Source: an optimization exercise on an open RTL-to-GDS flow (aim: small area). Production flows keep margins and buffers that such runs may drop.
In this exercise RTL edits were held to simulation tests only and were not proved equivalent to the original.
No activity file was given, so power comes from the tool's default toggle rates.

<file path="flow/constraint.sdc">
create_clock -name core_clock -period 14.0 [get_ports {clk}]
set_input_delay 2.8000 -clock core_clock [delete_from_list [all_inputs] [get_ports {clk}]]
set_output_delay 2.8000 -clock core_clock [all_outputs]
set_load 0.01 [all_outputs]
</file>
<file path="flow/standard.sh">
#!/bin/bash
# synth_recipe.tcl (not shown) runs the flow's synth.tcl, then flattens the netlist and writes it again
# the make line also repeats each setting of config.mk as NAME=value (left out here)
make -C /OpenROAD-flow-scripts/flow DESIGN_CONFIG=/design/flow/config.mk WORK_HOME=/design/flow/orfs CLKGATE_MAP_FILE= SYNTH_SCRIPT=/design/flow/synth_recipe.tcl "${@:-finish}"
</file>
<file path="flow/design.v">
module uart (
    input rst,
    input clk,
    input [1:0] t,
    output clr,
    input st_go,                 
    input [2:0] sel,             
    input [7:0] st_byte,
    input dma_pass,
    input dma_rx,                
    input [7:0] ptr_byte,
    input dma_done,              
    input txcap,                 
    input [7:0] tx_in,
    output [7:0] rd_byte,        
    output [7:0] ptr_tap,        
    output reg [7:0] rx_byte,
    output dma_req,
    output rx_need,
    input rx,
    output tx
);
reg [7:0] u0 [0:3];
reg [7:0] u1 [0:3];
reg [7:0] u2 [0:3];
reg [7:0] u3 [0:3];
reg [7:0] u4 [0:3];
reg [7:0] u5 [0:3];
wire [7:0] tx_start = u0[0];
wire [7:0] tx_end = u1[0];
wire [7:0] rx_start = u2[0];
wire [7:0] rx_end = u3[0];
wire [7:0] tx_ptr = u4[0];
wire [7:0] rx_ptr = u5[0];
reg tx_en, rx_en;
reg [1:0] clr_cnt;
assign clr = rst | (clr_cnt != 0);
reg ptrrst;                      
wire ptrrst_now = (t == 0) ? st_byte[5] : ptrrst;
wire st_cfg = st_go & (sel == 3'd0);
wire w0 = clr | (st_go & (sel == 3'd1));
wire w1 = clr | (st_go & (sel == 3'd2));
wire w2 = clr | (st_go & (sel == 3'd3));
wire w3 = clr | (st_go & (sel == 3'd4));
wire w4 = w0 | (dma_pass & ~dma_rx);
wire w5 = w2 | (st_cfg & ptrrst_now) | (dma_pass & dma_rx);
wire [7:0] d4 = dma_pass ? ptr_byte : st_byte;
wire [7:0] d5 = dma_pass ? ptr_byte : (st_cfg ? rx_start : st_byte);
integer k;
always @(posedge clk) begin
    for (k = 0; k < 3; k = k + 1) begin
        u0[k] <= u0[k+1];
        u1[k] <= u1[k+1];
        u2[k] <= u2[k+1];
        u3[k] <= u3[k+1];
        u4[k] <= u4[k+1];
        u5[k] <= u5[k+1];
    end
    u0[3] <= w0 ? st_byte : u0[0];
    u1[3] <= w1 ? st_byte : u1[0];
    u2[3] <= w2 ? st_byte : u2[0];
    u3[3] <= w3 ? st_byte : u3[0];
    u4[3] <= w4 ? d4 : u4[0];
    u5[3] <= w5 ? d5 : u5[0];
end
reg txeq_acc, rxeq_acc, tx_eq, rx_eq;
wire txeq_now = (tx_ptr == tx_end) & ((t == 0) | txeq_acc);
wire rxeq_now = (rx_ptr == rx_end) & ((t == 0) | rxeq_acc);
reg [9:0] txs;
reg [2:0] txc;
wire tx_busy = txs != 0;
wire tx_need = tx_en & ~tx_eq & ~tx_busy & ~txcap;
wire tx_done = tx_en & tx_eq & ~tx_busy & ~txcap;
assign tx = txs[0] | ~tx_busy;
reg rx_prev, rvalid;
reg [9:0] rs;
reg [2:0] rc;
wire rx_idle = rs[0];
wire rx_full = rx_en & rx_eq;
assign rx_need = rvalid;
assign dma_req = rvalid | tx_need;
assign ptr_tap = dma_rx ? rx_ptr : tx_ptr;
always @(*) rx_byte = rs[9:2];
always @(posedge clk) begin
    txeq_acc <= txeq_now;
    rxeq_acc <= rxeq_now;
    if (t == 2'd3) begin
        tx_eq <= txeq_now;
        rx_eq <= rxeq_now;
    end
    if (t == 0)
        ptrrst <= st_byte[5];
    if (rst) begin
        clr_cnt <= 2'd3;
        txs <= 10'd0;
        rx_prev <= 1'b1;
        rs[0] <= 1'b1;
        rvalid <= 0;
        tx_en <= 0;
        rx_en <= 0;
    end else begin
        if (clr_cnt != 0)
            clr_cnt <= clr_cnt - 1'b1;
        if (txcap) begin
            txs <= {1'b1, tx_in, 1'b0};
            txc <= 0;
        end else if (tx_busy && t == 0) begin
            txc <= txc + 1'b1;
            if (txc == 3'd7)
                txs <= {1'b0, txs[9:1]};
        end
        rx_prev <= rx;
        if (rx_idle) begin
            if (rx_prev & ~rx) begin
                rs <= 10'b1000000000;
                rc <= 0;
            end
        end else if (t == 0) begin
            rc <= rc + 1'b1;
            if (rc == 3'd3) begin
                rs <= {rx, rs[9:1]};
                if (rs[1])
                    rvalid <= rx_en & ~rx_eq;
            end
        end
        if (dma_done & dma_rx)
            rvalid <= 0;
        if (st_cfg && t == 0) begin
            tx_en <= st_byte[1];
            rx_en <= st_byte[2];
        end
    end
end
reg [7:0] rdb;
always @(*) begin
    case (sel)
        3'd0: rdb = (t == 0) ? {3'b0, rx_full, tx_done, rx_en, tx_en, 1'b0} : 8'd0;
        3'd1: rdb = tx_start;
        3'd2: rdb = tx_end;
        3'd3: rdb = rx_start;
        3'd4: rdb = rx_end;
        3'd5: rdb = rx_ptr;
        default: rdb = 8'd0;
    endcase
end
assign rd_byte = rdb;
endmodule
module bf8b (
    input rst,
    input clk,
    input rx,
    input [31:0] data_in,
    output [31:0] data_out,
    output [29:0] addr,
    output [3:0] wes,
    output tx
);
localparam P_FETCH = 2'd0;      
localparam P_EX    = 2'd1;      
localparam P_EX2   = 2'd2;      
localparam P_DMA   = 2'd3;      
localparam K_SLT   = 3'd0;
localparam K_SH    = 3'd1;
localparam K_LOAD  = 3'd2;
localparam K_STORE = 3'd3;
localparam K_JMP   = 3'd4;
localparam K_ROT   = 3'd5;
reg [1:0] t;
reg [1:0] pass;
reg [2:0] k2;
reg [29:0] pc;
reg [31:0] a;
reg [4:0] rlo;                   
reg [2:0] rf3;                   
reg c;                           
reg cc;                          
reg zacc;                        
reg flag;                        
reg dsel;                        
reg txcap;                       
reg pcinc;                       
reg uflag;                       
wire t0 = t == 2'd0;
wire t1 = t == 2'd1;
wire t3 = t == 2'd3;
wire [31:0] ir = data_in;
wire [4:0] opc = ir[6:2];
wire [2:0] f3 = ir[14:12];
wire [4:0] rd = ir[11:7];
wire [4:0] rs1 = ir[19:15];
wire [4:0] rs2 = ir[24:20];
wire is_load  = opc == 5'b00000;
wire is_opimm = opc == 5'b00100;
wire is_auipc = opc == 5'b00101;
wire is_store = opc == 5'b01000;
wire is_op    = opc == 5'b01100;
wire is_lui   = opc == 5'b01101;
wire is_br    = opc == 5'b11000;
wire is_jalr  = opc == 5'b11001;
wire is_jal   = opc == 5'b11011;
wire is_alu   = is_op | is_opimm;
wire is_slt   = is_alu & (f3[2:1] == 2'b01);
wire is_sh    = is_alu & (f3[1:0] == 2'b01);
reg [31:0] imm;
always @(*) begin
    if (is_store)
        imm = {{20{ir[31]}}, ir[31:25], ir[11:7]};
    else if (is_br)
        imm = {{19{ir[31]}}, ir[31], ir[7], ir[30:25], ir[11:8], 1'b0};
    else if (is_lui | is_auipc)
        imm = {ir[31:12], 12'b0};
    else if (is_jal)
        imm = {{11{ir[31]}}, ir[31], ir[19:12], ir[20], ir[30:21], 1'b0};
    else
        imm = {{20{ir[31]}}, ir[31:20]};
end
wire [7:0] immb = imm[8*t +: 8];
wire uart_clr;
wire [4:0] rs2x = uart_clr ? 5'd0 : (pass == P_EX) ? rs2 : rlo;
wire [7:0] p1, p2;
reg wen;
reg [4:0] wreg;
reg [7:0] wbyte;
integer j;
regfile RF (
    .clk(clk),
    .rs1(rs1),
    .rs2(rs2x),
    .wen(wen),
    .wreg(wreg),
    .wbyte(wbyte),
    .p1(p1),
    .p2(p2)
);
reg inc_a;                       
reg cin_a;
reg sel_ea;
wire [29:0] inc = (inc_a ? a[31:2] : pc) + cin_a;
wire [31:0] pcw = {pc, 2'b00};
wire [7:0] pcb = pcw[8*t +: 8];
wire [7:0] uart_ptr;
wire in_dma = pass == P_DMA;
wire in_ex2 = pass == P_EX2;
wire use_pc = in_ex2 | is_auipc | is_jal | is_br;
wire [7:0] ain = in_dma ? uart_ptr : use_pc ? pcb : is_lui ? 8'd0 : p1;
wire [7:0] bin = in_dma ? 8'd0 : in_ex2 ? {5'd0, t0, 2'd0} : is_op ? p2 : immb;
wire sub = ~in_dma & is_op & ir[30] & (f3 == 3'b000);
wire cin = t0 ? (sub | in_dma) : c;
wire [8:0] sum = {1'b0, ain} + {1'b0, bin ^ {8{sub}}} + cin;
wire [7:0] cb = (is_op | is_br) ? p2 : immb;
wire ccin = t0 ? 1'b1 : cc;
wire [8:0] cdiff = {1'b0, p1} + {1'b0, ~cb} + ccin;
wire ltu = ~cdiff[8];
wire lt = ltu ^ p1[7] ^ cb[7];
wire eq = (p1 == cb) & (t0 | zacc);
wire cond = f3[2] ? (f3[1] ? ltu : lt) : eq;
wire taken = cond ^ f3[0];
wire left = ~f3[2];
wire [1:0] q = rlo[4:3];
wire [2:0] rr = rlo[2:0];
wire fill = ir[30] & flag;
wire [1:0] rot_n = left ? -q : q;
wire [7:0] hi_b = left ? a[7:0] : a[15:8];
wire [7:0] lo_b = left ? a[31:24] : a[7:0];
wire hi_ok = left ? (t >= q) : ({1'b0, t} + q < 3'd3);
wire lo_ok = left ? ({1'b0, t} >= q + 3'd1) : ({1'b0, t} + q < 3'd4);
wire [7:0] hi_v = hi_ok ? hi_b : {8{fill}};
wire [7:0] lo_v = lo_ok ? lo_b : {8{fill}};
wire [15:0] win = left ? {1'b0, hi_v, lo_v[7:1]} : {hi_v, lo_v};
wire [15:0] wsh = win >> (left ? ~rr : rr);
wire [7:0] shout = wsh[7:0];
reg [7:0] alub;
always @(*) begin
    case ({is_alu, f3})
        4'b1100: alub = p1 ^ bin;
        4'b1110: alub = p1 | bin;
        4'b1111: alub = p1 & bin;
        default: alub = sum[7:0];
    endcase
end
wire [1:0] aoff = a[1:0];
wire [1:0] lm = aoff + t;
wire [7:0] lraw = data_in[8*lm +: 8];
wire [1:0] sgn_i = aoff + {1'b0, rf3[0]};
wire lsgn = data_in[8*sgn_i + 7] & ~rf3[2];
wire lext = (rf3[1:0] == 2'b00) ? ~t0 : (rf3[1:0] == 2'b01) ? t[1] : 1'b0;
wire [7:0] ldb = lext ? {8{lsgn}} : lraw;
wire [1:0] lsz = (rf3[1:0] == 2'b00) ? 2'd0 : (rf3[1:0] == 2'b01) ? 2'd1 : 2'd3;
wire [1:0] tn = t + 2'd1;
wire [2:0] lnext = {1'b0, aoff} + {1'b0, (tn < lsz) ? tn : lsz};
wire uart_ea = sum[7:0] == 8'hFF && a[31:24] == 8'hFF && a[23:16] == 8'h00;
wire [2:0] sbyte = {1'b0, aoff} + {1'b0, t};
wire [2:0] ssize = (rf3[1:0] == 2'b00) ? 3'd1 : (rf3[1:0] == 2'b01) ? 3'd2 : 3'd4;
wire b3done = rf3[1:0] == 2'b10 && aoff == 2'd0;
wire st_now = {1'b0, t} < ssize && !(t3 && b3done);
wire [7:0] uart_rd;
wire [7:0] rx_byte;
wire dma_req, rx_need;
wire dma_rx = t0 ? rx_need : dsel;
wire k_uart = pass == P_EX2 && (k2 == K_LOAD || k2 == K_STORE) && uflag;
uart UART (
    .rst(rst),
    .clk(clk),
    .t(t),
    .clr(uart_clr),
    .st_go(k_uart && k2 == K_STORE),
    .sel(a[4:2]),
    .st_byte(p2),
    .dma_pass(in_dma),
    .dma_rx(dma_rx),
    .ptr_byte(sum[7:0]),
    .dma_done(in_dma & t3),
    .txcap(txcap),
    .tx_in(lraw),
    .rd_byte(uart_rd),
    .ptr_tap(uart_ptr),
    .rx_byte(rx_byte),
    .dma_req(dma_req),
    .rx_need(rx_need),
    .rx(rx),
    .tx(tx)
);
reg [1:0] npass;
reg [2:0] nk2;
reg pc_we;                       
reg [31:0] na;
reg [3:0] wes_r;
reg [7:0] dbyte;
task automatic advance(input jump);
    begin
        pc_we = 1'b1;
        sel_ea = jump;
        cin_a = 1'b1;
        npass = dma_req ? P_DMA : P_EX;
    end
endtask
always @(*) begin
    npass = pass;
    nk2 = k2;
    pc_we = 1'b0;
    na = a;
    sel_ea = 1'b0;
    cin_a = 1'b0;
    inc_a = 1'b0;
    wes_r = 4'b0;
    wen = 1'b0;
    wreg = rd;
    wbyte = alub;
    dbyte = p2;
    case (pass)
        P_FETCH: begin
            if (t0 && pcinc) begin
                cin_a = 1'b1;
                pc_we = 1'b1;
            end
            if (t3)
                npass = dma_req ? P_DMA : P_EX;
        end
        P_EX: begin
            if (is_alu & (is_slt | is_sh)) begin
                na = {p1, a[31:8]};
                if (t3) begin
                    nk2 = is_slt ? K_SLT : K_ROT;
                    npass = P_EX2;
                end
            end else if (is_alu | is_lui | is_auipc) begin
                wen = 1'b1;
                if (t3)
                    advance(1'b0);
            end else if (is_br) begin
                na = {sum[7:0], a[31:8]};
                if (t3)
                    advance(taken);
            end else if (is_jal | is_jalr) begin
                na = {sum[7:0], a[31:8]};
                if (t3) begin
                    nk2 = K_JMP;
                    npass = P_EX2;
                end
            end else begin
                na = {sum[7:0], a[31:8]};
                if (t3) begin
                    nk2 = is_load ? K_LOAD : K_STORE;
                    npass = P_EX2;
                    if (is_load)
                        sel_ea = 1'b1;
                    else if (f3[1:0] == 2'b10 && a[9:8] == 2'b00 && !uart_ea) begin
                        sel_ea = 1'b1;
                        wes_r = 4'b1000;
                    end
                end
            end
        end
        P_EX2: begin
            case (k2)
                K_SLT: begin
                    wen = 1'b1;
                    wbyte = {7'b0, flag & t0};
                    if (t3)
                        advance(1'b0);
                end
                K_ROT: begin
                    if (t < rot_n)
                        na = {a[7:0], a[31:8]};
                    if (t3)
                        nk2 = K_SH;
                end
                K_JMP: begin
                    wen = 1'b1;
                    wbyte = sum[7:0];
                    if (t3) begin
                        pc_we = 1'b1;
                        inc_a = 1'b1;
                        npass = dma_req ? P_DMA : P_EX;
                    end
                end
                K_SH: begin
                    wen = 1'b1;
                    wbyte = shout;
                    na = {a[7:0], a[31:8]};
                    if (t3)
                        advance(1'b0);
                end
                K_LOAD: begin
                    wen = 1'b1;
                    wreg = rlo;
                    if (uflag)
                        wbyte = uart_rd;
                    else begin
                        wbyte = ldb;
                        if (!t3) begin
                            inc_a = 1'b1;
                            cin_a = lnext[2];
                        end
                    end
                    if (t3)
                        advance(1'b0);
                end
                default: begin
                    if (!uflag && st_now) begin
                        inc_a = 1'b1;
                        cin_a = sbyte[2];
                        wes_r = 4'b0001 << sbyte[1:0];
                    end
                    if (t3) begin
                        if (!uflag && st_now)
                            npass = P_FETCH;     
                        else
                            advance(1'b0);
                    end
                end
            endcase
        end
        default: begin
            na = {uart_ptr, a[31:8]};
            if (t3) begin
                sel_ea = 1'b1;
                if (dsel) begin
                    wes_r = 4'b0001 << a[9:8];
                    dbyte = rx_byte;
                end
                npass = P_FETCH;
            end
        end
    endcase
end
wire [29:0] ea = {in_dma ? uart_ptr : sum[7:0], a[31:10]};
assign addr = sel_ea ? ea : inc;
assign wes = rst ? 4'b0 : wes_r;
assign data_out = {4{dbyte}};
always @(posedge clk) begin
    if (rst) begin
        t <= 2'd0;
        pass <= P_FETCH;
        pc <= 30'd0;
        txcap <= 1'b0;
        pcinc <= 1'b0;
    end else begin
        t <= t + 1'b1;
        pass <= npass;
        if (pc_we)
            pc <= addr;
        txcap <= in_dma && t3 && !dsel;
        if (pass == P_EX2 && k2 == K_STORE && t3 && !uflag && st_now)
            pcinc <= 1'b1;
        else if (pass == P_FETCH && t0)
            pcinc <= 1'b0;
    end
    k2 <= nk2;
    a <= na;
    c <= sum[8];
    cc <= cdiff[8];
    zacc <= eq;
    if (pass == P_EX && t3) begin
        flag <= is_slt ? (f3[0] ? ltu : lt) : p1[7];
        uflag <= uart_ea;
    end
    if (pass == P_EX) begin
        rf3 <= f3;
        if (is_load)
            rlo <= rd;
        else if (is_op & is_sh)
            rlo <= t0 ? p2[4:0] : rlo;
        else
            rlo <= rs2;
    end
    if (in_dma && t0)
        dsel <= rx_need;
end
endmodule
module regfile (
    input clk,
    input [4:0] rs1,
    input [4:0] rs2,
    input wen,
    input [4:0] wreg,
    input [7:0] wbyte,
    output [7:0] p1,
    output [7:0] p2
);
reg [7:0] rf [1:31][0:3];
wire [31:1] sel1, sel2;
wire [31*8-1:0] taps;
integer r, j;
genvar gr;
generate
    for (gr = 1; gr < 32; gr = gr + 1) begin : TAP
        assign taps[8*(gr-1) +: 8] = rf[gr][0];
    end
endgenerate
onehot5 DEC1 (.x(rs1), .y(sel1));
onehot5 DEC2 (.x(rs2), .y(sel2));
rdmux RD1 (.sel(sel1), .taps(taps), .q(p1));
rdmux RD2 (.sel(sel2), .taps(taps), .q(p2));
always @(posedge clk) begin
    for (r = 1; r < 32; r = r + 1) begin
        for (j = 0; j < 3; j = j + 1)
            rf[r][j] <= rf[r][j+1];
        rf[r][3] <= (wen && wreg == r) ? wbyte : rf[r][0];
    end
end
endmodule
module onehot5 (
    input [4:0] x,
    output [31:1] y
);
genvar i;
generate
    for (i = 1; i < 32; i = i + 1) begin : D
        assign y[i] = x == i;
    end
endgenerate
endmodule
module rdmux (
    input [31:1] sel,
    input [31*8-1:0] taps,
    output [7:0] q
);
wire [7:0] l0 [0:31];
wire [7:0] l1 [0:15];
wire [7:0] l2 [0:7];
wire [7:0] l3 [0:3];
wire [7:0] l4 [0:1];
genvar i;
generate
    assign l0[0] = 8'd0;
    for (i = 1; i < 32; i = i + 1) begin : L0
        assign l0[i] = {8{sel[i]}} & taps[8*(i-1) +: 8];
    end
    for (i = 0; i < 16; i = i + 1) begin : L1
        assign l1[i] = l0[2*i] | l0[2*i+1];
    end
    for (i = 0; i < 8; i = i + 1) begin : L2
        assign l2[i] = l1[2*i] | l1[2*i+1];
    end
    for (i = 0; i < 4; i = i + 1) begin : L3
        assign l3[i] = l2[2*i] | l2[2*i+1];
    end
    for (i = 0; i < 2; i = i + 1) begin : L4
        assign l4[i] = l3[2*i] | l3[2*i+1];
    end
endgenerate
assign q = l4[0] | l4[1];
endmodule
</file>
<file path="flow/flow/run.sh">
#!/bin/bash
# The standard layout, with three of its steps tuned for area:
#  - synthesis maps the logic with an area-oriented ABC script (flow/abc_area.script)
#    instead of ORFS's delay-oriented one; everything else in the synthesis is the
#    standard one (synth_recipe.tcl), so the registers are the same;
#  - ports are buffered with buf_1 rather than the resizer's default delay cell;
#  - clock-tree sinks are clustered in larger groups.
set -euo pipefail
here=$(pwd)
{
  echo "proc abc {args} {"
  echo "  set i [lsearch -exact \$args -script]"
  echo "  if {\$i >= 0} { lset args [expr {\$i + 1}] $here/flow/abc_area.script }"
  echo "  yosys abc {*}\$args"
  echo "}"
  cat synth_recipe.tcl
} > area_synth.tcl
sed "s#SYNTH_SCRIPT=[^ ]*#SYNTH_SCRIPT=$here/area_synth.tcl#" standard.sh > area_standard.sh
export BUFFER_PORTS_ARGS="-buffer_cell sky130_fd_sc_hd__buf_1"
export CTS_ARGS="-sink_clustering_enable -repair_clock_nets -buf_list sky130_fd_sc_hd__clkbuf_4 -sink_clustering_size 9 -sink_clustering_max_diameter 40 -dont_use_dummy_load"
bash area_standard.sh > standard.log 2>&1
</file>
<file path="flow/config.mk">
export PLATFORM = sky130hd
export DESIGN_NAME = bf8b
export DESIGN_NICKNAME = bf8b
export VERILOG_FILES = /design/flow/design.v
export SDC_FILE = /design/flow/constraint.sdc
export NUM_CORES = 8
export LEC_CHECK = 0
export CAP_MARGIN = 20
export CORE_MARGIN = 2
export CORE_UTILIZATION = 50
export SLEW_MARGIN = 20
</file>
<file path="flow/flow/abc_area.script">
&get -n
&st
&syn2
&dch
&nf -R 1000
&put
</file>
==> results of run 1 <==
## worst max-delay path: cells and delay by family
kind | cells | cell delay (ns)
simple gates | 14 | 3.32
compound gates | 10 | 2.30
xor+xnor | 2 | 0.46
fa+ha+maj | 1 | 0.47
buf+inv | 4 | 1.12
## cell usage in the layout, fill, tap and decap left out, types with 63 or more instances in the layout
cell type / netlist / routed
nor2_1: 359 / 353
clkbuf_4: 0 / 178
buf_4: 24 / 91
a22oi_1: 116 / 114
a221oi_1: 75 / 75
a22o_1: 65 / 65
dfxtp_1: 1243 / 1243
nand2_1: 408 / 408
a21oi_1: 232 / 230
edfxtp_1: 63 / 63
buf_1: 1 / 100
o21ai_0: 318 / 314
## layout make-up
cell class,instances,area share
Clock buffer,178,0.03039
Antenna cell,5,0.0002846
Tap cell,1060,0.03016
Timing Repair Buffer,192,0.02419
Multi-Input combinational cell,2220,0.3015
Sequential cell,1306,0.6090
Inverter,52,0.004439
## cell families (layout without fill, tap and decap cells)
family                     count (synthesis)  after routing  share of synthesized area
AOI/OAI and AO/OA                        940            940                     0.1468
xor gates and xnor gates                  68             68                    0.01478
adders and majority gates                 61             61                    0.01950
buffers and inverters                     77            422                   0.009410
DFF                                     1306           1306                     0.6646
muxes                                    108            108                    0.03245
other                                      0              5                          0
and+or+nand+nor                         1043           1043                     0.1125
## flip-flops by register name (all words and copies together), names as in the netlist, 2 cells and up
name	count
UART.txs	10
RF.rf	992
UART.u4	32
pass	2
UART.u5	32
UART.rc	3
UART.u2	32
UART.clr_cnt	2
UART.rs	10
UART.u0	32
UART.txc	3
UART.u3	32
t	2
a	32
pc	30
k2	3
rlo	5
UART.u1	32
rf3	3
## worst min-delay path by stage
stage / from / endpoint / slack, ns
2_1_floorplan: RF.rf[1][0] / RF.rf[0][0] / 0.31
3_3_place_gp: RF.rf[59][5] / RF.rf[58][5] / 0.31
3_5_place_dp: RF.rf[17][1] / RF.rf[16][1] / 0.31
4_1_cts: RF.rf[79][7] / RF.rf[78][7] / 0.21
5_1_grt: RF.rf[73][0] / RF.rf[72][0] / 0.22
6_report: RF.rf[93][2] / RF.rf[92][2] / 0.25
## per-layer routing
layer | up-vias | global-route usage | routed length, µm
li1 | 13540 | - | -
met1 | 13850 | 0.4240 | 57220
met2 | 1406 | 0.5228 | 62660
met3 | 337 | 0.06323 | 9592
met4 | 4 | 0.1712 | 7467
met5 | - | 0 | 23
## Yosys cell counts, drive strengths merged (6+ instances only)
master,n
dfxtp,1243
nand2,408
nor2,359
o21ai,318
a21oi,232
a22oi,116
a221oi,75
a22o,65
edfxtp,63
mux2i,62
ha,58
clkinv,52
nor3,46
nand3,44
xor2,44
nand4,42
nor2b,32
mux2,31
a211oi,30
buf,25
xnor2,24
nand2b,23
nor4,20
o211ai,18
mux4,15
a222oi,14
o22ai,14
or2,14
or3,14
and2,11
a31oi,9
or4,9
a21boi,7
and3,7
o21a,7
a221o,6
## through the flow
stage,cells,hold slack (ns),area (µm²),util
floorplan,3603,0.3096,40290,-
global placement,4829,0.3095,42590,0.5314
detailed placement,4829,0.3121,42590,0.5314
CTS,5007,0.2134,43930,0.5481
global route,5010,0.2210,43960,0.5484
finish,5013,0.2464,43970,0.5485
## power breakdown
part           internal, mW  leakage (nW)  total, mW  switching, mW
sequential             3.80          10.6       3.85         0.0497
clock                 0.581         0.819       1.70           1.12
combinational         0.161          5.32      0.612          0.451
total                  4.54          16.7       6.16           1.62
==> out/metrics.csv, run 1 <==
metric,value,unit
synth_top_cell_by_area,dfxtp_1,
fmax,75.11,MHz
power.density,140.0,nW/µm²
maxSlewHeadroom,0.1842,
crit_path_max_incr_delay,0.64,ns
multi_input_area,13260,µm²
syn-mean-instance-area,11.18,µm²
vias,29140,
std_cell_rows,104,
synth-seq-cells,1306,
pre_cts_slack,1.013,ns
core_area,80160,µm²
crit_fanout,56,
critPathLaunch,rst,
htree_levels,4,
critical_path.slowest_cell,a211oi_1,
overflow,0,
grt_setup_unrepaired,false,
setup_ws,0.6858,ns
nets,4046,
r2r_start,UART.clr_cnt[0],
min_path_type,register to register,
pin_count,102,
fillers,7153,
io_buffers,101,
crit_arrival,10.51,ns
irDropWorstVdd,0.0001108,V
period_share,0.9510,
routedWlPerCell,27.32,µm
worst-setup-path-type,primary input to output pin,
start_kind,primary input,
clock-sinks,1306,
hold_viol_final,0,
cts_tree,yes,
clockBufferDepth,3,
viasPerCell,5.813,
synthTopCellsByArea,"dfxtp_1 62%, edfxtp_1 4.7%, o21ai_0 4.0%",
cp-end-kind,output pin,
grt_pass1_vias,27160,
slew_viol_final,0,
ys_types,57,
syn-num-nets,3699,
fin_crit,13.31,ns
cap_viol_max_count,0,
r2r_end,pc[20],
fp.dieW,287.9,µm
ff_latch_area,26780,µm²
reg2reg_slack,5.76,ns
die_y,287.9,µm
cts_setup_buffers,0,
critPathRequiredTime,11.20,ns
synth_area,40290,µm²
area_growth,9.131,%
grt_max_degree,57,
synth_edf_count,63,
dieArea,82860,µm²
synthArstFlopShare,0,
p_total,6.156,mW
cts_resized,0,
status,finished clean,
dr.pass1.iters,8,
path_clk_slew,0.09,ns
clk_latency,1.13,ns
cts_buffers,178,
hold_depth,0,
synth_top_area_frac,0.6176,
synth_seq_area_share,0.6646,
synthCells,3603,
place.gp.congestion,1.062,
grt_use_total,0.3279,
dr.first_iter.drc_count,3557,
skew,0.1631,ns
cts_root_buf,clkbuf_4,
postRouteAntennaNets,0,
start_util,0.5026,
dp_hpwl,101300,µm
cp-endpoint,addr[26],
setup_viol,0,
drive_gt1_frac,0.07725,
rr_worst_depth,32,
yosysWarnings,11,
grt_pass1_wl,193700,µm
routed_wl,137000,µm
antenna_found_initial,4,
cts_hold_buffers,0,
synth_flop_cell,dfxtp_1,
tightest_slew,1.214,ns
p_leak,16.73,nW
tns,0,ns
drc,0,
==> run 2, diff against run 1 <==
--- a/flow/flow/run.sh
+++ b/flow/flow/run.sh
@@ -18,4 +18,4 @@
 sed "s#SYNTH_SCRIPT=[^ ]*#SYNTH_SCRIPT=$here/area_synth.tcl#" standard.sh > area_standard.sh
 export BUFFER_PORTS_ARGS="-buffer_cell sky130_fd_sc_hd__buf_1"
-export CTS_ARGS="-sink_clustering_enable -repair_clock_nets -buf_list sky130_fd_sc_hd__clkbuf_4 -sink_clustering_size 9 -sink_clustering_max_diameter 40 -dont_use_dummy_load"
+export CTS_ARGS="-sink_clustering_enable -repair_clock_nets -buf_list sky130_fd_sc_hd__clkbuf_8 -sink_clustering_size 16 -sink_clustering_max_diameter 60 -dont_use_dummy_load"
 bash area_standard.sh > standard.log 2>&1
==> flow/flow/abc_area.script (replaced) <==
&get -n
&st
&syn2
&dch
&nf -R 1000
&st
&dch
&nf -R 1000
&put
==> out/metrics.csv, run 2 <==
metric,value,unit
synthArstFlopShare,0,
fillers,6597,
grt_setup_unrepaired,false,
critPathLaunch,rst,
pre_cts_slack,1.012,ns
status,finished clean,
cts_hold_buffers,0,
min_path_type,register to register,
stdcell_count,4881,
placed_area,42700,µm²
ys_types,60,
setup_ws,0.6492,ns
dr.first_iter.drc_count,3845,
largest-register,RF.rf,
skew,0.08423,ns
synth_mux_area_frac,0.04116,
synth-xor-area-share,0.01111,
crit_fanout,34,
core_area,79260,µm²
syn-num-nets,3633,
place_inst,4779,
synth_seq_area_share,0.6663,
cts_root_buf,clkbuf_8,
nets,3924,
worstHoldStart,RF.rf[54][6],
hold_viol_final,0,
yosysMostFrequentCell,dfxtp_1,
overflow,0,
rr_worst_depth,33,
synthSimpleGateAreaFrac,0.1068,
tns,0,ns
synth-compound-area-share,0.1430,
cts_resized,0,
synth_edf_count,63,
slew_viol_final,0,
path_clk_slew,0.10,ns
synth_top_area_frac,0.6192,
reg2reg_slack,5.60,ns
routedWlPerCell,32.80,µm
dr.pass1.iters,8,
clk_latency,0.75,ns
period_share,0.9536,
io_buffers,101,
grt_max_degree,62,
maxSlewHeadroom,0.1912,
antenna_found_initial,6,
synthTopCellsByArea,"dfxtp_1 62%, edfxtp_1 4.7%, o21ai_0 3.5%",
synth_top_family_by_area,compound AO/OA/AOI/OAI gates,
worst-setup-path-type,primary input to output pin,
place.gp.congestion,1.086,
clock-sinks,1306,
synthTopCellsByCount,"1,243 x dfxtp_1, 362 x nand2_1, 312 x nor2_1, 282 x o21ai_0, 272 x a21oi_1",
postRouteAntennaNets,0,
cts_buffers,95,
start_kind,primary input,
grt_use_total,0.3849,
final_cell_mix,"1,243 x dfxtp_1, 362 x nand2_1, 298 x nor2_1",
clockBufferDepth,3,
r2r_end,pc[28],
cap_viol_max_count,0,
synth_area,40190,µm²
vias,30280,
pin_count,102,
fp.dieW,287.5,µm
synthCells,3537,
final_area,44060,µm²
hold_depth,0,
drc,0,
p_total,5.895,mW
holdPathEnd,RF.rf[53][6],
synthAdderAreaFrac,0.01955,
synth_top_cell_by_area,dfxtp_1,
r2r_start,UART.clr_cnt[0],
dieArea,82660,µm²
die_y,287.5,µm
grt_pass1_wl,223500,µm
synth_flop_cell,dfxtp_1,
std_cell_rows,103,
cts_setup_buffers,0,
power.density,133.8,nW/µm²
fin_crit,13.35,ns
yosysWarnings,11,
area_growth,9.642,%
critical_path.slowest_cell,nor2_1,
grt_pass1_vias,29740,
synth-seq-cells,1306,
fmax,74.90,MHz
critPathRequiredTime,11.20,ns
largest_reg_flops,992,
syn-mean-instance-area,11.36,µm²
p_leak,16.69,nW
cts_tree,yes,
mostFrequentLayoutCell,dfxtp_1,
routed_wl,160100,µm
crit_path_max_incr_delay,0.75,ns
dp_hpwl,119100,µm
irDropWorstVdd,0.0001328,V
drive_gt1_frac,0.06639,
tightest_slew,1.204,ns
crit_arrival,10.55,ns
viasPerCell,6.204,
cp-end-kind,output pin,
ff_latch_area,26780,µm²
htree_levels,3,
multi_input_area,13050,µm²
start_util,0.5071,
setup_viol,0,
run 2: area by class of cell:
cell class,instances,share of cell area
diodes,5,0.0002840
clock buffers,95,0.02967
inverters,81,0.006900
multi-input cells,2125,0.2962
flip-flops and latches,1306,0.6077
well taps,1050,0.02982
repair buffers,219,0.02947
run 2: worst max-delay path by stage:
stage | endpoint | slack [ns] | depth (start not counted)
2_1_floorplan | addr[23] | 1.66 | 31
3_3_place_gp | addr[12] | 1.15 | 34
3_5_place_dp | addr[16] | 1.01 | 34
4_1_cts | addr[16] | 0.99 | 34
5_1_grt | addr[19] | 0.20 | 32
6_report | addr[17] | 0.65 | 32
run 2: routing by layer:
| metal | global-route usage | wire [µm] |
|---|---|---|
| met1 | 0.4704 | 60810 |
| met4 | 0.2645 | 12830 |
| met2 | 0.6239 | 73970 |
| met5 | 0 | 0 |
| met3 | 0.06442 | 12470 |
run 2: kinds of logic (layout without fill, tap and decap cells):
family,count (synthesis),in the layout
and+or+nand+nor,963,963
AOI/OAI and AO/OA,909,909
xor gates and xnor gates,51,51
adders and majority gates,61,61
other,0,5
buffers and inverters,106,395
muxes,141,141
DFF,1306,1306
run 2: through the flow:
step	hold slack (ns)	util
floorplan	0.3096	-
global placement	0.3096	0.5384
detailed placement	0.3121	0.5388
CTS	0.2730	0.5553
global route	0.2846	0.5559
finish	0.2849	0.5560
run 2: critical path, delay by kind of cell:
| kind | cells | cell delay, ns |
|---|---|---|
| XOR/XNOR | 1 | 0.29 |
| multiplexers | 1 | 0.35 |
| AO/OA/AOI/OAI | 9 | 1.82 |
| buffers and inverters | 7 | 1.37 |
| AND/OR/NAND/NOR | 13 | 3.58 |
| adder cells (fa/ha/maj) | 1 | 0.29 |
run 2: power by group:
group | leakage [nW] | internal (mW) | total, mW | switching, mW
clock | 0.683 | 0.607 | 1.70 | 1.09
combinational | 5.42 | 0.105 | 0.415 | 0.310
sequential | 10.6 | 3.77 | 3.78 | 0.0190
total | 16.7 | 4.48 | 5.89 | 1.42
==> run 3, diff against run 2 <==
==> flow/flow/abc_area.script (replaced) <==
&get -n
&st
&syn2
&dch
&nf -R 1000
&put
==> out/metrics.csv, run 3 <==
metric,value,unit
status,finished clean,
ys_types,57,
critPathRequiredTime,11.20,ns
fp.dieW,287.9,µm
path_clk_slew,0.09,ns
area_growth,9.137,%
place.gp.congestion,1.062,
final_area,43970,µm²
grt_setup_unrepaired,false,
pin_count,102,
tightest_slew,1.186,ns
synthArstFlopShare,0,
maxSlewHeadroom,0.2035,
min_path_type,register to register,
dp_hpwl,101300,µm
largest-register,RF.rf,
postRouteAntennaNets,0,
p_leak,16.61,nW
synth_top_area_frac,0.6176,
p_int,4.581,mW
switchingPower,1.572,mW
syn-mean-instance-area,11.18,µm²
dr.first_iter.drc_count,3364,
placed_area,42590,µm²
cts_root_buf,clkbuf_8,
clk_latency,0.77,ns
seqPwrFrac,0.625,
antenna_found_initial,2,
hold_viol_final,0,
routedWlPerCell,27.54,µm
critical_path.slowest_cell,nor2_1,
setup_viol,0,
power_switching_share,0.2555,
drc,0,
power.density,140.0,nW/µm²
dieArea,82860,µm²
start_util,0.5026,
synthTopCellsByCount,"1,243 x dfxtp_1, 408 x nand2_1, 359 x nor2_1, 318 x o21ai_0, 232 x a21oi_1",
grt_pass1_wl,191900,µm
slew_viol_final,0,
cts_buffers,98,
fmax,74.84,MHz
overflow,0,
irDropWorstVdd,0.0001160,V
largest_reg_flops,992,
std_cell_rows,104,
p_total,6.154,mW
synth_seq_area_share,0.6646,
yosysWarnings,11,
final_cell_mix,"1,243 x dfxtp_1, 408 x nand2_1, 352 x nor2_1",
period_share,0.9544,
drive_gt1_frac,0.05818,
cts_hold_buffers,0,
skew,0.1401,ns
pwr-share-clk,0.276,
clockBufferDepth,3,
tns,0,ns
core_area,80160,µm²
nets,3965,
grt_use_total,0.3235,
pre_cts_slack,1.013,ns
cap_viol_max_count,0,
vias,28560,
routed_wl,135800,µm
cp-end-kind,output pin,
clock-sinks,1306,
cts_setup_buffers,0,
crit_arrival,10.56,ns
fin_crit,13.36,ns
synth_edf_count,63,
synthTopCellsByArea,"dfxtp_1 62%, edfxtp_1 4.7%, o21ai_0 4.0%",
io_buffers,101,
setup_ws,0.6381,ns
mostFrequentLayoutCell,dfxtp_1,
worst-setup-path-type,primary input to output pin,
grt_pass1_vias,26610,
cts_tree,yes,
combPwrFrac,0.099,
htree_levels,3,
synthCells,3603,
grt_max_degree,57,
yosysMostFrequentCell,dfxtp_1,
crit_path_max_incr_delay,0.65,ns
dr.pass1.iters,9,
cts_resized,0,
synth_top_cell_by_area,dfxtp_1,
viasPerCell,5.792,
synth-seq-cells,1306,
syn-num-nets,3699,
start_kind,primary input,
finish.utilization,0.5485,
synth_flop_cell,dfxtp_1,
synth_area,40290,µm²
die_y,287.9,µm
crit_fanout,56,
run 3: cell count changes after synthesis, sizes merged, moves of 17 or more:
cell	previous run	this run
a222oi	83	14
nor2	312	359
a22o	23	65
a211oi	13	30
o21ai	282	318
mux2i	82	62
nand2	362	408
xor2	24	44
a21oi	272	232
a221oi	36	75
clkinv	81	52
run 3: path summary, 6_finish.rpt:
check | cells past startpoint | slack, ns | to | from
worst max register to register | 32 | 5.70 | pc[1] | UART.clr_cnt[0]
worst max-delay path | 31 | 0.64 | addr[26] | rst
worst min register to register | 0 | 0.24 | RF.rf[122][6] | RF.rf[123][6]
worst min-delay path | 0 | 0.24 | RF.rf[122][6] | RF.rf[123][6]
run 3: power groups by stage:
stage	registers [mW]	clock network (mW)	logic [mW]
detailed placement	3.93	0	0.605
CTS	3.84	1.74	0.607
floorplan	3.91	0	0.301
global route	3.85	1.87	0.645
finish	3.85	1.70	0.612
global placement	3.93	0	0.607
run 3: per-stage QoR:
stage                     hold slack, ns  instances
after floorplan                   0.3096       3603
after global placement            0.3095       4829
after detailed placement          0.3121       4829
after CTS                         0.2155       4927
after global routing              0.2368       4929
final                             0.2404       4930
run 3: cells by family (layout without fill, tap and decap cells):
kind of cell / after synthesis / in the layout / share of synthesized area
fa+ha+maj: 61 / 61 / 0.01950
buf+inv: 77 / 341 / 0.009410
other cells: 0 / 3 / 0
simple gates: 1043 / 1043 / 0.1125
mux: 108 / 108 / 0.03245
compound gates: 940 / 940 / 0.1468
xor+xnor: 68 / 68 / 0.01478
flops: 1306 / 1306 / 0.6646
run 3: worst max-delay path, delay by kind of cell:
kind / cells / cell delay [ns]
xor gates and xnor gates: 2 / 0.46
adders and majority gates: 1 / 0.47
AOI/OAI and AO/OA: 10 / 2.32
and+or+nand+nor: 14 / 3.36
buffers and inverters: 4 / 1.14
run 3: area by class of cell:
class / instances / area [µm²]
Clock buffer: 98 / 1349
Multi-Input combinational cell: 2220 / 13260
Inverter: 52 / 195.2
Antenna cell: 3 / 7.507
Timing Repair Buffer: 191 / 1056
Tap cell: 1060 / 1326
Fill cell: 7120 / 36190
Sequential cell: 1306 / 26780
run 3: per-layer routing:
layer	routed length (µm)	up-vias	track usage	part of all wire
li1	-	13320	-	-
met1	56540	13540	0.4236	0.42
met5	0	-	0	0
met3	9907	347	0.05254	0.073
met2	61800	1346	0.5205	0.46
met4	7510	0	0.1619	0.055
==> run 4, diff against run 3 <==
--- a/flow/flow/run.sh
+++ b/flow/flow/run.sh
@@ -18,4 +18,4 @@
 sed "s#SYNTH_SCRIPT=[^ ]*#SYNTH_SCRIPT=$here/area_synth.tcl#" standard.sh > area_standard.sh
 export BUFFER_PORTS_ARGS="-buffer_cell sky130_fd_sc_hd__buf_1"
-export CTS_ARGS="-sink_clustering_enable -repair_clock_nets -buf_list sky130_fd_sc_hd__clkbuf_8 -sink_clustering_size 16 -sink_clustering_max_diameter 60 -dont_use_dummy_load"
+export CTS_ARGS="-sink_clustering_enable -repair_clock_nets -buf_list sky130_fd_sc_hd__clkbuf_8 -sink_clustering_size 18 -sink_clustering_max_diameter 50 -dont_use_dummy_load"
 bash area_standard.sh > standard.log 2>&1
==> out/metrics.csv, run 4 <==
metric,value,unit
cts_root_buf,clkbuf_8,
critical_path.slowest_cell,a211oi_1,
crit_path_max_incr_delay,0.66,ns
dr.pass1.iters,8,
status,finished clean,
synthArstFlopShare,0,
routedWlPerCell,27.58,µm
ys_types,57,
syn-mean-instance-area,11.18,µm²
yosysWarnings,11,
cap_viol_max_count,0,
synthCells,3603,
clockBufferDepth,3,
largest_reg_flops,992,
pre_cts_slack,1.013,ns
switchingPower,1.580,mW
grt_pass1_vias,26580,
cts_resized,0,
drc,0,
combPwrFrac,0.099,
routed_wl,136000,µm
cts_setup_buffers,0,
reg2reg_slack,5.76,ns
vias,28530,
grt_use_total,0.3236,
core_area,80160,µm²
fin_crit,13.29,ns
cts_hold_buffers,0,
power_switching_share,0.2557,
worst-setup-path-type,primary input to output pin,
start_kind,primary input,
power.density,140.4,nW/µm²
pin_count,102,
min_path_type,register to register,
start_util,0.5026,
htree_levels,3,
synthTopCellsByCount,"1,243 x dfxtp_1, 408 x nand2_1, 359 x nor2_1, 318 x o21ai_0, 232 x a21oi_1",
skew,0.1519,ns
synth_area,40290,µm²
cts_tree,yes,
antenna_found_initial,3,
io_buffers,101,
dr.first_iter.drc_count,3213,
nets,3968,
grt_pass1_wl,192100,µm
syn-num-nets,3699,
grt_setup_unrepaired,false,
p_int,4.600,mW
crit_arrival,10.49,ns
synth_top_area_frac,0.6176,
clock-sinks,1306,
setup_viol,0,
maxSlewHeadroom,0.2017,
p_leak,16.63,nW
synth_edf_count,63,
fp.dieW,287.9,µm
hold_viol_final,0,
synthTopCellsByArea,"dfxtp_1 62%, edfxtp_1 4.7%, o21ai_0 4.0%",
overflow,0,
final_cell_mix,"1,243 x dfxtp_1, 408 x nand2_1, 352 x nor2_1",
seqPwrFrac,0.622,
hold_slack,0.2588,ns
cp-end-kind,output pin,
synth_top_cell_by_area,dfxtp_1,
crit_fanout,56,
synth_seq_area_share,0.6646,
std_cell_rows,104,
fmax,75.24,MHz
grt_max_degree,57,
place.gp.congestion,1.062,
largest-register,RF.rf,
tns,0,ns
critPathRequiredTime,11.20,ns
postRouteAntennaNets,0,
dieArea,82860,µm²
synth_flop_cell,dfxtp_1,
path_clk_slew,0.10,ns
dp_hpwl,101300,µm
slew_viol_final,0,
setup_ws,0.7088,ns
area_growth,9.239,%
clk_latency,0.78,ns
die_y,287.9,µm
pwr-share-clk,0.279,
cts_buffers,101,
viasPerCell,5.783,
drive_gt1_frac,0.05891,
irDropWorstVdd,0.0001164,V
period_share,0.9494,
tightest_slew,1.188,ns
synth-seq-cells,1306,
mostFrequentLayoutCell,dfxtp_1,
yosysMostFrequentCell,dfxtp_1,
-- run 4: kinds of logic (layout without fill, tap and decap cells) --
logic type                 Yosys count  in the layout  share of synthesized area
AOI/OAI and AO/OA                  940            940                     0.1468
xor gates and xnor gates            68             68                    0.01478
adders and majority gates           61             61                    0.01950
buffers and inverters               77            344                   0.009410
DFF                               1306           1306                     0.6646
muxes                              108            108                    0.03245
other                                0              3                          0
and+or+nand+nor                   1043           1043                     0.1125
-- run 4: critical path, delay by kind of cell --
kind / cells / cell delay, ns
buffers and inverters: 4 / 1.10
xor gates and xnor gates: 2 / 0.47
AOI/OAI and AO/OA: 10 / 2.30
adders and majority gates: 1 / 0.47
and+or+nand+nor: 14 / 3.32
-- run 4: per-stage QoR --
step / cells / total power, mW / util / instance area [µm²]
after floorplan: 3603 / 4.211 / - / 40290
after global placement: 4829 / 4.537 / 0.5314 / 42590
after detailed placement: 4829 / 4.535 / 0.5314 / 42590
after CTS: 4930 / 6.218 / 0.5487 / 43980
after global routing: 4932 / 6.386 / 0.5490 / 44010
final: 4933 / 6.180 / 0.5491 / 44010
-- run 4: final timing paths --
path,startpoint,end,depth (start not counted)
min reg2reg,RF.rf[123][6],RF.rf[122][6],0
max reg2reg,UART.clr_cnt[0],pc[1],32
max,rst,addr[26],31
min,RF.rf[123][6],RF.rf[122][6],0
-- run 4: cell type report --
| cell class | count | area, µm² |
|---|---|---|
| Antenna cell | 3 | 7.507 |
| Sequential cell | 1306 | 26780 |
| Multi-Input combinational cell | 2220 | 13260 |
| Inverter | 52 | 195.2 |
| Tap cell | 1060 | 1326 |
| Fill cell | 7119 | 36150 |
| Clock buffer | 101 | 1390 |
| Timing Repair Buffer | 191 | 1056 |
-- run 4: per-layer routing --
| layer | vias to the layer above | part of all wire | GRT usage |
|---|---|---|---|
| met3 | 361 | 0.073 | 0.05666 |
| met1 | 13480 | 0.42 | 0.4211 |
| li1 | 13330 | - | - |
| met5 | - | 0.000096 | 0 |
| met4 | 2 | 0.057 | 0.1646 |
| met2 | 1358 | 0.45 | 0.5194 |
-- run 4: power by group through the flow --
stage / logic, mW / registers (mW) / clock network [mW]
after global placement: 0.607 / 3.93 / 0
after floorplan: 0.301 / 3.91 / 0
final: 0.612 / 3.85 / 1.72
after global routing: 0.645 / 3.85 / 1.89
after CTS: 0.606 / 3.84 / 1.77
after detailed placement: 0.605 / 3.93 / 0
==> run 5, diff against run 4 <==
--- a/flow/flow/run.sh
+++ b/flow/flow/run.sh
@@ -18,4 +18,4 @@
 sed "s#SYNTH_SCRIPT=[^ ]*#SYNTH_SCRIPT=$here/area_synth.tcl#" standard.sh > area_standard.sh
 export BUFFER_PORTS_ARGS="-buffer_cell sky130_fd_sc_hd__buf_1"
-export CTS_ARGS="-sink_clustering_enable -repair_clock_nets -buf_list sky130_fd_sc_hd__clkbuf_8 -sink_clustering_size 18 -sink_clustering_max_diameter 50 -dont_use_dummy_load"
+export CTS_ARGS="-sink_clustering_enable -repair_clock_nets -buf_list sky130_fd_sc_hd__clkbuf_8 -sink_clustering_size 14 -sink_clustering_max_diameter 80 -dont_use_dummy_load"
 bash area_standard.sh > standard.log 2>&1
==> out/metrics.csv, run 5 <==
metric,value,unit
cp-end-kind,output pin,
setup_viol,0,
cts_resized,0,
start_util,0.5026,
io_buffers,101,
synth_flop_cell,dfxtp_1,
p_leak,16.66,nW
largest-register,RF.rf,
core_area,80160,µm²
syn-mean-instance-area,11.18,µm²
mostFrequentLayoutCell,dfxtp_1,
dieArea,82860,µm²
synth_top_cell_by_area,dfxtp_1,
tightest_slew,1.273,ns
power.density,141.1,nW/µm²
drive_gt1_frac,0.05987,
irDropWorstVdd,0.0001116,V
clock-sinks,1306,
cts_hold_buffers,0,
pin_count,102,
finish.utilization,0.5498,
place.gp.congestion,1.062,
final_area,44070,µm²
placed_area,42590,µm²
postRouteAntennaNets,0,
critical_path.slowest_cell,nor2_1,
start_kind,primary input,
ys_types,57,
largest_reg_flops,992,
grt_setup_unrepaired,false,
synth_seq_area_share,0.6646,
yosysWarnings,11,
synthTopCellsByCount,"1,243 x dfxtp_1, 408 x nand2_1, 359 x nor2_1, 318 x o21ai_0, 232 x a21oi_1",
cts_buffers,105,
grt_pass1_wl,192400,µm
synthCells,3603,
grt_max_degree,57,
cts_root_buf,clkbuf_8,
hold_viol_final,0,
place_inst,4829,
grt_use_total,0.3244,
min_path_type,register to register,
nets,3973,
grt_pass1_vias,26700,
stdcell_count,4939,
antenna_found_initial,2,
htree_levels,3,
synth_top_area_frac,0.6176,
maxSlewHeadroom,0.1451,
final_cell_mix,"1,243 x dfxtp_1, 408 x nand2_1, 353 x nor2_1",
yosysMostFrequentCell,dfxtp_1,
die_y,287.9,µm
p_total,6.221,mW
routed_wl,136400,µm
tns,0,ns
skew,0.1209,ns
crit_fanout,56,
fmax,74.67,MHz
synth-seq-cells,1306,
area_growth,9.394,%
synth_area,40290,µm²
crit_arrival,10.59,ns
period_share,0.9566,
crit_path_max_incr_delay,0.67,ns
fin_crit,13.39,ns
synth_edf_count,63,
crit_family,simple AND/OR/NAND/NOR gates,
viasPerCell,5.792,
cap_viol_max_count,0,
critPathRequiredTime,11.20,ns
crit_buf_inv,4,
drc,0,
path_clk_slew,0.08,ns
worst-setup-path-type,primary input to output pin,
status,finished clean,
slew_viol_final,0,
overflow,0,
synthTopCellsByArea,"dfxtp_1 62%, edfxtp_1 4.7%, o21ai_0 4.0%",
dr.pass1.iters,10,
dp_hpwl,101300,µm
fp.dieW,287.9,µm
dr.first_iter.drc_count,3286,
cts_setup_buffers,0,
vias,28610,
synthArstFlopShare,0,
routedWlPerCell,27.62,µm
syn-num-nets,3699,
clk_latency,0.79,ns
std_cell_rows,104,
cts_tree,yes,
clockBufferDepth,3,
## run 5: cell counts after synthesis
Identical to the previous run, type by type.
## run 5: worst paths after layout
path                                 startpoint             to  slack, ns  cells past startpoint
worst max-delay path                        rst       addr[26]       0.61                     31
worst min-delay path              UART.u3[2][2]  UART.u3[1][2]       0.26                      0
worst max register to register  UART.clr_cnt[0]         pc[12]       5.63                     32
worst min register to register    UART.u3[2][2]  UART.u3[1][2]       0.26                      0
## run 5: cell families (layout without fill, tap and decap cells)
kind of cell | count (synthesis) | after routing | share of synthesized area
AO/OA/AOI/OAI | 940 | 940 | 0.1468
XOR/XNOR | 68 | 68 | 0.01478
adder cells (fa/ha/maj) | 61 | 61 | 0.01950
buffers and inverters | 77 | 349 | 0.009410
flip-flops | 1306 | 1306 | 0.6646
multiplexers | 108 | 108 | 0.03245
other | 0 | 4 | 0
AND/OR/NAND/NOR | 1043 | 1043 | 0.1125
## run 5: area by class of cell
| class | instances | area (µm²) |
|---|---|---|
| Fill cell | 7098 | 36080 |
| Sequential cell | 1306 | 26780 |
| Multi-Input combinational cell | 2220 | 13260 |
| Clock buffer | 105 | 1445 |
| Tap cell | 1060 | 1326 |
| Timing Repair Buffer | 192 | 1064 |
| Inverter | 52 | 195.2 |
| Antenna cell | 4 | 10.01 |
## run 5: per-layer routing
metal  routed length, µm  global-route usage  vias to the layer above
met4                8112              0.1655                        0
met3                9543             0.05507                      380
met1               57210              0.4229                    13530
li1                    -                   -                    13340
met2               61550              0.5207                     1357
met5                   0                   0                        -
## run 5: report_power, final
group / internal, mW / leakage (nW) / switching, mW
logic: 0.161 / 5.32 / 0.450
registers: 3.79 / 10.6 / 0.0495
clock network: 0.667 / 0.755 / 1.10
## run 5: stage by stage
step | setup slack, ns | hold slack [ns]
global placement | 1.307 | 0.3095
finish | 0.6070 | 0.2563
global route | 0.3292 | 0.2583
CTS | 0.9452 | 0.2551
floorplan | 1.770 | 0.3096
detailed placement | 1.013 | 0.3121
## run 5: worst reg2reg max path, delay by kind of cell, from the launching register on
kind	cells	cell delay, ns
buffers and inverters	3	0.76
and+or+nand+nor	15	3.45
DFF	1	0.33
AOI/OAI and AO/OA	10	2.47
xor gates and xnor gates	2	0.47
adders and majority gates	2	0.71
==> run 6, diff against run 5 <==
--- a/flow/design.v
+++ b/flow/design.v
@@ -160,10 +160,10 @@
 localparam P_EX2   = 2'd2;      
 localparam P_DMA   = 2'd3;      
-localparam K_SLT   = 3'd0;
-localparam K_SH    = 3'd1;
-localparam K_LOAD  = 3'd2;
-localparam K_STORE = 3'd3;
-localparam K_JMP   = 3'd4;
-localparam K_ROT   = 3'd5;
+localparam K_SLT   = 3'd0;      
+localparam K_SH    = 3'd1;      
+localparam K_LOAD  = 3'd2;      
+localparam K_STORE = 3'd3;      
+localparam K_JMP   = 3'd4;      
+localparam K_ROT   = 3'd5;      
 reg [1:0] t;
 reg [1:0] pass;
@@ -182,5 +182,4 @@
 reg uflag;                       
 wire t0 = t == 2'd0;
-wire t1 = t == 2'd1;
 wire t3 = t == 2'd3;
 wire [31:0] ir = data_in;
--- a/flow/flow/run.sh
+++ b/flow/flow/run.sh
@@ -18,4 +18,4 @@
 sed "s#SYNTH_SCRIPT=[^ ]*#SYNTH_SCRIPT=$here/area_synth.tcl#" standard.sh > area_standard.sh
 export BUFFER_PORTS_ARGS="-buffer_cell sky130_fd_sc_hd__buf_1"
-export CTS_ARGS="-sink_clustering_enable -repair_clock_nets -buf_list sky130_fd_sc_hd__clkbuf_8 -sink_clustering_size 14 -sink_clustering_max_diameter 80 -dont_use_dummy_load"
+export CTS_ARGS="-sink_clustering_enable -repair_clock_nets -buf_list {sky130_fd_sc_hd__clkbuf_4 sky130_fd_sc_hd__clkbuf_8} -sink_clustering_buffer sky130_fd_sc_hd__clkbuf_8 -sink_clustering_size 16 -sink_clustering_max_diameter 60 -dont_use_dummy_load"
 bash area_standard.sh > standard.log 2>&1
==> out/metrics.csv, run 6 <==
metric,value,unit
synth-seq-cells,1306,
final_cell_mix,"1,243 x dfxtp_1, 408 x nand2_1, 352 x nor2_1",
cts_root_buf,clkbuf_8,
postRouteAntennaNets,0,
grt_pass1_vias,26610,
drc,0,
dp_hpwl,101300,µm
area_growth,9.137,%
overflow,0,
tightest_slew,1.186,ns
syn-num-nets,3699,
pwr-share-clk,0.276,
r2r_start,UART.clr_cnt[0],
cts_hold_buffers,0,
fp.dieW,287.9,µm
stdcell_count,4930,
critical_path.slowest_cell,nor2_1,
largest-register,RF.rf,
period_share,0.9544,
fmax,74.84,MHz
maxSlewHeadroom,0.2035,
crit_path_max_incr_delay,0.65,ns
mostFrequentLayoutCell,dfxtp_1,
ys_types,57,
viasPerCell,5.792,
std_cell_rows,104,
route.met3.wl,9907,µm
skew,0.1401,ns
irDropWorstVdd,0.0001160,V
vias,28560,
pin_count,102,
io_buffers,101,
worstHoldStart,RF.rf[123][6],
cp-end-kind,output pin,
setup_viol,0,
place.gp.congestion,1.062,
synth_top_area_frac,0.6176,
crit_fanout,56,
synthTopCellsByCount,"1,243 x dfxtp_1, 408 x nand2_1, 359 x nor2_1, 318 x o21ai_0, 232 x a21oi_1",
path_clk_slew,0.09,ns
routed_wl,135800,µm
crit_family,simple AND/OR/NAND/NOR gates,
dr.first_iter.drc_count,3364,
ff_latch_area,26780,µm²
synthTopCellsByArea,"dfxtp_1 62%, edfxtp_1 4.7%, o21ai_0 4.0%",
clock-sinks,1306,
seqPwrFrac,0.625,
synth_top_cell_by_area,dfxtp_1,
power_switching_share,0.2555,
critPathRequiredTime,11.20,ns
yosysMostFrequentCell,dfxtp_1,
synth_area,40290,µm²
fillers,7120,
routedWlPerCell,27.54,µm
synth_seq_area_share,0.6646,
wl_met2,61800,µm
syn-mean-instance-area,11.18,µm²
synthCells,3603,
cap_viol_max_count,0,
dr.pass1.iters,9,
placed_area,42590,µm²
clockBufferDepth,3,
place_inst,4829,
tns,0,ns
crit_buf_inv,4,
start_kind,primary input,
synth_edf_count,63,
htree_levels,3,
largest_reg_flops,992,
status,finished clean,
m1WireLength,56540,µm
p_int,4.581,mW
final_area,43970,µm²
combPwrFrac,0.099,
crit_arrival,10.56,ns
multi_input_area,13260,µm²
hold_slack,0.2404,ns
nets,3965,
switchingPower,1.572,mW
top_layer,met4,
grt_max_degree,57,
grt_setup_unrepaired,false,
p_leak,16.61,nW
cts_setup_buffers,0,
clk_latency,0.77,ns
cts_tree,yes,
synth_flop_cell,dfxtp_1,
cts_resized,0,
yosysWarnings,11,
power.density,140.0,nW/µm²
fin_crit,13.36,ns
critPathLaunch,rst,
worst-setup-path-type,primary input to output pin,
hold_viol_final,0,
min_path_type,register to register,
cts_buffers,98,
start_util,0.5026,
synthArstFlopShare,0,
drive_gt1_frac,0.05818,
slew_viol_final,0,
grt_use_total,0.3235,
grt_pass1_wl,191900,µm
p_total,6.154,mW
antenna_found_initial,2,
core_area,80160,µm²
dieArea,82860,µm²
die_y,287.9,µm
-- run 6: cell counts after synthesis --
Identical to the previous run, type by type.
-- run 6: cells by family (layout without fill, tap and decap cells) --
logic type                 Yosys count  count (layout)  share of synthesized area
other                                0               3                          0
AOI/OAI and AO/OA                  940             940                     0.1468
and+or+nand+nor                   1043            1043                     0.1125
buffers and inverters               77             341                   0.009410
xor gates and xnor gates            68              68                    0.01478
muxes                              108             108                    0.03245
adders and majority gates           61              61                    0.01950
DFF                               1306            1306                     0.6646
-- run 6: stage by stage --
step | utilization | setup slack, ns
finish | 0.5485 | 0.6381
global route | 0.5485 | 0.3035
CTS | 0.5482 | 0.9452
detailed placement | 0.5314 | 1.013
global placement | 0.5314 | 1.307
floorplan | - | 1.770
-- run 6: layout make-up --
class,instances,area share
Sequential cell,1306,0.6090
Antenna cell,3,0.0001707
Multi-Input combinational cell,2220,0.3016
Tap cell,1060,0.03016
Inverter,52,0.004439
Clock buffer,98,0.03068
Timing Repair Buffer,191,0.02402
-- run 6: power by group through the flow --
| stage | combinational [mW] | clock, mW | sequential (mW) |
|---|---|---|---|
| final | 0.612 | 1.70 | 3.85 |
| after global routing | 0.645 | 1.87 | 3.85 |
| after CTS | 0.607 | 1.74 | 3.84 |
| after detailed placement | 0.605 | 0 | 3.93 |
| after global placement | 0.607 | 0 | 3.93 |
| after floorplan | 0.301 | 0 | 3.91 |
-- run 6: final timing paths --
| kind | endpoint | slack (ns) | cells after the start |
|---|---|---|---|
| setup / recovery | addr[26] | 0.64 | 31 |
| hold / removal | RF.rf[122][6] | 0.24 | 0 |
| setup reg to reg | pc[1] | 5.70 | 32 |
| hold reg to reg | RF.rf[122][6] | 0.24 | 0 |
-- run 6: worst register-to-register path: cells and delay by family, from the launching register on --
family                     cells  cell delay, ns
and+or+nand+nor               15            3.43
AOI/OAI and AO/OA              9            2.14
buffers and inverters          3            0.77
adders and majority gates      2            0.72
xor gates and xnor gates       2            0.46
muxes                          1            0.41
DFF                            1            0.33
-- run 6: routing by layer --
layer	global-route usage	up-vias
li1	-	13320
met1	0.4236	13540
met4	0.1619	0
met5	0	-
met3	0.05254	347
met2	0.5205	1346
==> run 7, diff against run 6 <==
--- a/flow/flow/run.sh
+++ b/flow/flow/run.sh
@@ -18,4 +18,4 @@
 sed "s#SYNTH_SCRIPT=[^ ]*#SYNTH_SCRIPT=$here/area_synth.tcl#" standard.sh > area_standard.sh
 export BUFFER_PORTS_ARGS="-buffer_cell sky130_fd_sc_hd__buf_1"
-export CTS_ARGS="-sink_clustering_enable -repair_clock_nets -buf_list {sky130_fd_sc_hd__clkbuf_4 sky130_fd_sc_hd__clkbuf_8} -sink_clustering_buffer sky130_fd_sc_hd__clkbuf_8 -sink_clustering_size 16 -sink_clustering_max_diameter 60 -dont_use_dummy_load"
+export CTS_ARGS="-sink_clustering_enable -repair_clock_nets -buf_list sky130_fd_sc_hd__clkbuf_8 -sink_clustering_size 16 -sink_clustering_max_diameter 60 -dont_use_dummy_load"
 bash area_standard.sh > standard.log 2>&1
==> out/metrics.csv, run 7 <==
metric,value,unit
yosysWarnings,11,
grt_max_degree,57,
min_path_type,register to register,
critPathRequiredTime,11.20,ns
synthTopCellsByArea,"dfxtp_1 62%, edfxtp_1 4.7%, o21ai_0 4.0%",
fp.dieW,287.9,µm
ys_types,57,
antenna_found_initial,2,
synthTopCellsByCount,"1,243 x dfxtp_1, 408 x nand2_1, 359 x nor2_1, 318 x o21ai_0, 232 x a21oi_1",
postRouteAntennaNets,0,
fin_crit,13.36,ns
synth-compound-area-share,0.1468,
largest_reg_flops,992,
cp-end-kind,output pin,
dieArea,82860,µm²
overflow,0,
clock-sinks,1306,
start_util,0.5026,
synth_top_family_by_area,compound AO/OA/AOI/OAI gates,
core_area,80160,µm²
fmax,74.84,MHz
status,finished clean,
mostFrequentLayoutCell,dfxtp_1,
pin_count,102,
power_switching_share,0.2555,
irDropWorstVdd,0.0001160,V
synthCells,3603,
p_int,4.581,mW
grt_pass1_wl,191900,µm
vias,28560,
synth_top_area_frac,0.6176,
nets,3965,
p_total,6.154,mW
period_share,0.9544,
syn-mean-instance-area,11.18,µm²
maxSlewHeadroom,0.2035,
combPwrFrac,0.099,
slew_viol_final,0,
start_kind,primary input,
clk_latency,0.77,ns
crit_arrival,10.56,ns
synthSimpleGateAreaFrac,0.1125,
seqPwrFrac,0.625,
dr.first_iter.drc_count,3364,
drive_gt1_frac,0.05818,
synth_mux_area_frac,0.03245,
power.density,140.0,nW/µm²
syn-num-nets,3699,
drc,0,
crit_path_max_incr_delay,0.65,ns
p_leak,16.61,nW
synth_top_cell_by_area,dfxtp_1,
synthAdderAreaFrac,0.01950,
clockBufferDepth,3,
synthArstFlopShare,0,
synth_edf_count,63,
grt_setup_unrepaired,false,
die_y,287.9,µm
switchingPower,1.572,mW
synth-xor-area-share,0.01478,
final_cell_mix,"1,243 x dfxtp_1, 408 x nand2_1, 352 x nor2_1",
cts_hold_buffers,0,
setup_viol,0,
synth_flop_cell,dfxtp_1,
cap_viol_max_count,0,
cts_root_buf,clkbuf_8,
synth-seq-cells,1306,
dr.pass1.iters,9,
std_cell_rows,104,
path_clk_slew,0.09,ns
cts_resized,0,
crit_fanout,56,
routed_wl,135800,µm
largest-register,RF.rf,
pwr-share-clk,0.276,
grt_pass1_vias,26610,
place.gp.congestion,1.062,
cts_setup_buffers,0,
dp_hpwl,101300,µm
viasPerCell,5.792,
synth_seq_area_share,0.6646,
grt_use_total,0.3235,
htree_levels,3,
worst-setup-path-type,primary input to output pin,
critical_path.slowest_cell,nor2_1,
tns,0,ns
io_buffers,101,
routedWlPerCell,27.54,µm
area_growth,9.137,%
tightest_slew,1.186,ns
cts_tree,yes,
cts_buffers,98,
synth_area,40290,µm²
yosysMostFrequentCell,dfxtp_1,
skew,0.1401,ns
hold_viol_final,0,
-- run 7: layout make-up --
class                   instances  area [µm²]
diodes                          3       7.507
inverters                      52       195.2
well taps                    1060        1326
fillers                      7120       36190
clock buffers                  98        1349
repair buffers                191        1056
flip-flops and latches       1306       26780
multi-input cells            2220       13260
-- run 7: worst paths after layout --
check                           slack, ns            start       endpoint  cells after the start
worst max-delay path                 0.64              rst       addr[26]                     31
worst min-delay path                 0.24    RF.rf[123][6]  RF.rf[122][6]                      0
worst min register to register       0.24    RF.rf[123][6]  RF.rf[122][6]                      0
worst max register to register       5.70  UART.clr_cnt[0]          pc[1]                     32
-- run 7: per-stage QoR --
step | cell area (µm²) | utilization | std cells | setup slack (ns) | hold slack (ns)
after floorplan | 40290 | - | 3603 | 1.770 | 0.3096
after global routing | 43970 | 0.5485 | 4929 | 0.3035 | 0.2368
final | 43970 | 0.5485 | 4930 | 0.6381 | 0.2404
after global placement | 42590 | 0.5314 | 4829 | 1.307 | 0.3095
after detailed placement | 42590 | 0.5314 | 4829 | 1.013 | 0.3121
after CTS | 43940 | 0.5482 | 4927 | 0.9452 | 0.2155
-- run 7: cell families after synthesis --
group                      after synthesis
DFF                                   1306
xor gates and xnor gates                68
AOI/OAI and AO/OA                      940
adders and majority gates               61
and+or+nand+nor                       1043
muxes                                  108
buffers and inverters                   77
-- run 7: worst max-delay path: cells and delay by family --
kind                     cells  cell delay, ns
XOR/XNOR                     2            0.46
adder cells (fa/ha/maj)      1            0.47
buffers and inverters        4            1.14
AO/OA/AOI/OAI               10            2.32
AND/OR/NAND/NOR             14            3.36
-- run 7: metal layers --
| layer | vias up | part of all wire | global-route usage |
|---|---|---|---|
| met1 | 13540 | 0.42 | 0.4236 |
| met3 | 347 | 0.073 | 0.05254 |
| li1 | 13320 | - | - |
| met2 | 1346 | 0.46 | 0.5205 |
| met5 | - | 0 | 0 |
| met4 | 0 | 0.055 | 0.1619 |
-- run 7: power groups by stage --
stage,combinational (mW),sequential (mW),clock (mW)
3_5_place_dp,0.605,3.93,0
6_report,0.612,3.85,1.70
3_3_place_gp,0.607,3.93,0
4_1_cts,0.607,3.84,1.74
2_1_floorplan,0.301,3.91,0
5_1_grt,0.645,3.85,1.87

separate check: timing with driven ports:
In the flow no input, the clock included, has a driving cell. The finished layouts below were timed again as built, in two steps.
Step 1 sets driving cells, clkbuf_16 on the clock port and buf_2 on the other inputs (assumed; they add their load-dependent delay and slew).
Step 2 also shifts input and output timing later by t, the mid clock arrival at the registers, as if the neighbouring blocks saw the same clock.
a / b / c = no drivers / after step 1 / after step 2; a / b = the first two.
run | t, ns | setup WS [ns] | hold WS [ns] | slew at the worst register clock pin (ns)
run 1 | 1.114 | 0.686 / 0.665 / 0.665 | 0.246 / 0.246 / 0.246 | 0.11 / 0.11
run 2 | 0.778 | 0.649 / 0.629 / 0.629 | 0.285 / 0.285 / 0.285 | 0.10 / 0.10
run 3 | 0.764 | 0.638 / 0.618 / 0.618 | 0.240 / 0.240 / 0.240 | 0.10 / 0.10
run 4 | 0.770 | 0.709 / 0.688 / 0.688 | 0.259 / 0.259 / 0.259 | 0.11 / 0.11
run 5 | 0.798 | 0.607 / 0.587 / 0.587 | 0.256 / 0.256 / 0.256 | 0.10 / 0.10
run 6 | 0.764 | 0.638 / 0.618 / 0.618 | 0.240 / 0.240 / 0.240 | 0.10 / 0.10
run 7 | 0.764 | 0.638 / 0.618 / 0.618 | 0.240 / 0.240 / 0.240 | 0.10 / 0.10
After both steps every run listed still meets setup and hold.
